This is an optimization exercise on Yosys and OpenROAD, whose aim is small area, a short achievable clock period and few clock cycles, not a production implementation.
The RTL was checked by simulation tests, not by an equivalence proof against the original design.
No activity file was given, so power comes from the tool's default toggle rates.

Design brv32p_core, start of the top module:
module brv32p_core (
  input  logic        clk,
  input  logic        rst_n,
  output logic [31:0] imem_addr,
  output logic        imem_rd,
  input  logic [31:0] imem_rdata,
  input  logic        imem_ready,
  output logic [31:0] dmem_addr,
  output logic        dmem_rd,
  output logic        dmem_wr,
  output logic [1:0]  dmem_width,
  output logic        dmem_sign_ext,
  output logic [31:0] dmem_wdata,
  input  logic [31:0] dmem_rdata,
  input  logic        dmem_ready
);
  logic m_rdq, m_wrq;
  logic adv;
  assign adv = imem_ready & ~((m_rdq | m_wrq) & ~dmem_ready);
  logic redirect;
  logic [31:0] redir_pc;
  logic md_hold, load_use, id_hold;
  assign id_hold = md_hold | load_use;
  logic [31:1] pc_if;
  assign imem_addr = {pc_if, 1'b0};
  assign imem_rd   = 1'b1;
  logic [31:0] raw;
  assign raw = imem_rdata;
  logic is_c_if;
  logic [31:0] instr_exp;
  logic        illegal_c_unused;
  compressed_decoder u_cdec (
    .instr_in      (raw),
    .instr_out     (instr_exp),
    .is_compressed (is_c_if),
    .illegal_c     (illegal_c_unused)
  );
  logic        pred_if;
  logic [31:1] pc_other, pc_d;
  assign pc_other = redirect ? redir_pc[31:1] : pc_if;
  fetch_next u_fnext (
    .raw      (raw),
    .pc       (pc_if),
    .pc_other (pc_other),
    .go       (!redirect & !id_hold),
    .pred     (pred_if),
    .pc_d     (pc_d)
  );
  always_ff @(posedge clk or negedge rst_n) begin
    if (!rst_n)
      pc_if <= 31'b0;
    else if (adv)
      pc_if <= pc_d;
  end
  logic [6:0] fo;
  logic [2:0] ff3;
  logic       f_br, f_store, f_reg, f_sys, f_trap;
  logic       pf_rb, pf_auipc, pf_use1, pf_use2, pf_jal;
  assign fo      = instr_exp[6:0];
  assign ff3     = instr_exp[14:12];
  assign f_br    = (fo == 7'b1100011);
  assign f_store = (fo == 7'b0100011);
  assign f_reg   = (fo == 7'b0110011);
  assign f_sys   = (fo == 7'b1110011);
  assign pf_rb    = f_reg | f_br;
  assign pf_auipc = (fo == 7'b0010111);
  ...
clock: 15.0 ns
lec_check: 0
cap_margin: 20
core_margin: 2
core_utilization: 45
cts_buf_list: sky130_fd_sc_hd__clkbuf_8
place_density: 0.6
slew_margin: 20
synth_hierarchical: 1
standard.sh (not shown) runs the stock make flow with config.mk's settings and CLKGATE_MAP_FILE= SYNTH_SCRIPT=/design/flow/synth_recipe.tcl, a recipe that flattens the netlist after the stock synthesis.
==> flow/flow/run.sh <==
#!/bin/bash
set -euo pipefail
MARGIN=${MARGIN:-10}
bash standard.sh synth > synth.log 2>&1
bash standard.sh SETUP_SLACK_MARGIN=$MARGIN "BUFFER_PORTS_ARGS=-buffer_cell sky130_fd_sc_hd__buf_4" finish > layout.log 2>&1
Testbench counts at the start, summed over its fixed seeds: cycles 513,230.
Then changed:
--- a/flow/design.v
+++ b/flow/design.v
@@ -547,16 +547,17 @@
   assign pf_jal   = (fo == 7'b1101111);
   assign f_trap   = (f_sys & (ff3 == 3'b000) & (instr_exp[31:20] != 12'h302)) |
                     (f_br & (ff3[2:1] == 2'b01)) |
                     !((fo == 7'b0110111) | pf_auipc | (fo == 7'b1101111) | (fo == 7'b1100111) |
                       f_br | (fo == 7'b0000011) | f_store | (fo == 7'b0010011) | f_reg |
                       (fo == 7'b0001111) | f_sys);
   logic        id_valid;
   logic        id_rb, id_auipc, id_store, id_br, id_use1, id_use2, id_trap, id_jal;
+  logic [31:1] id_s1, id_s2;    
   logic [31:2] id_instr;
   logic [31:1] id_pc;
   logic        id_c, id_pred;
   always_ff @(posedge clk or negedge rst_n) begin
     if (!rst_n)
       id_valid <= 1'b0;
     else if (adv && !id_hold)
       id_valid <= !redirect;
@@ -570,16 +571,20 @@
       id_rb    <= pf_rb;
       id_auipc <= pf_auipc;
       id_store <= f_store;
       id_br    <= f_br;
       id_use1  <= pf_use1;
       id_use2  <= pf_use2;
       id_trap  <= f_trap;
       id_jal   <= pf_jal;
+      for (int i = 1; i < 32; i++) begin
+        id_s1[i] <= (instr_exp[19:15] == 5'(i));
+        id_s2[i] <= (instr_exp[24:20] == 5'(i));
+      end
     end
   end
   logic [31:0] ins;
   assign ins = {id_instr, 2'b11};
   logic [6:0] opc;
   logic [2:0] f3;
   logic [4:0] rs1, rs2, rd;
   assign opc = ins[6:0];
@@ -673,18 +678,18 @@
       if (rf_we && rf_wa == 5'(i))
         regs[i] <= rf_wd;
   end
   logic [31:0] rs1_r, rs2_r, rs1_v, rs2_v;
   always_comb begin
     rs1_r = 32'b0;
     rs2_r = 32'b0;
     for (int i = 1; i < 32; i++) begin
-      rs1_r = rs1_r | (regs[i] & {32{rs1 == 5'(i)}});
-      rs2_r = rs2_r | (regs[i] & {32{rs2 == 5'(i)}});
+      rs1_r = rs1_r | (regs[i] & {32{id_s1[i]}});
+      rs2_r = rs2_r | (regs[i] & {32{id_s2[i]}});
     end
   end
   assign rs1_v = (rf_we && rf_wa == rs1) ? rf_wd : rs1_r;
   assign rs2_v = (rf_we && rf_wa == rs2) ? rf_wd : rs2_r;
   logic e_rfwe, e_load;
   logic [4:0] e_rd, e_ra, e_rb;
   assign load_use = e_load & id_valid &
                     (((e_rd == rs1) & use1) | ((e_rd == rs2) & use2));
@@ -778,17 +783,20 @@
   always_comb begin
     for (int i = 0; i < 32; i++) sh_in[i] = e_sleft ? opa[31 - i] : opa[i];
   end
   assign sh_r = 32'($signed({e_sarith & !e_sleft & opa[31], sh_in}) >>> alub[4:0]);
   always_comb begin
     for (int i = 0; i < 32; i++) shv[i] = e_sleft ? sh_r[31 - i] : sh_r[i];
   end
   logic taken;
-  assign taken = (e_f3[2] ? (e_f3[1] ? ltu : lt) : eq) ^ e_f3[0];
+  logic blt, bltu;
+  assign bltu  = (opa < alub);
+  assign blt   = ($signed(opa) < $signed(alub));
+  assign taken = (e_f3[2] ? (e_f3[1] ? bltu : blt) : eq) ^ e_f3[0];
   logic        mie_b, mpie_b;
   logic [31:0] csr_mie, csr_mscratch, csr_mcause, csr_mtval;
   logic [31:2] csr_mtvec;
   logic [31:1] csr_mepc;
   logic        v_mie, v_mtvec, v_mscratch, v_mepc, v_mcause, v_mtval;
   logic [31:0] mtvec_q, mepc_q;
   assign mtvec_q = {csr_mtvec & {30{v_mtvec}}, 2'b0};
   assign mepc_q  = {csr_mepc & {31{v_mepc}}, 1'b0};
Sequential power is about the same; global-route usage decreases by 2.5 points; maximum frequency increases by a little under a tenth; routed wire length decreases by a few percent; count of clock-buffer cells in the layout decreases by 5; utilization decreases by 0.57 points; area after synthesis increases slightly; hold slack gains 0.059 ns; first-iteration DRC count hardly moves.
Testbench counts after the change, summed over its fixed seeds: cycles 513,230.

## separate check: timing with driven ports
The results above use ideal ports. As a check the final layouts listed here were re-extracted and re-timed, cells and wires unchanged. Step 1 (the two cells are an assumption about what drives the block):
set clk [get_ports {clk}]
set_driving_cell -lib_cell sky130_fd_sc_hd__clkbuf_16 $clk
set_driving_cell -lib_cell sky130_fd_sc_hd__buf_2 [delete_from_list [all_inputs] $clk]
Step 2, shift: input delay + t, output delay - t, t = (earliest + latest rising clock arrival at the registers) / 2. This alone moves slack from input paths to output paths. Three values: ideal ports, drivers, drivers and shift; two values: the first two.
run	t, ns	setup slack, ns	clock arrival spread, ns	pins driven straight from the clock port
the first run	1.166	9.565 / 9.565 / 8.958	0.159 / 0.159	1
the second run	1.156	9.938 / 9.968 / 8.854	0.152 / 0.152	1
After both steps every run listed still meets setup and hold. For the second run, which loses most, drivers alone change the setup slack by +0.030 ns; drivers and shift together by -1.084 ns.
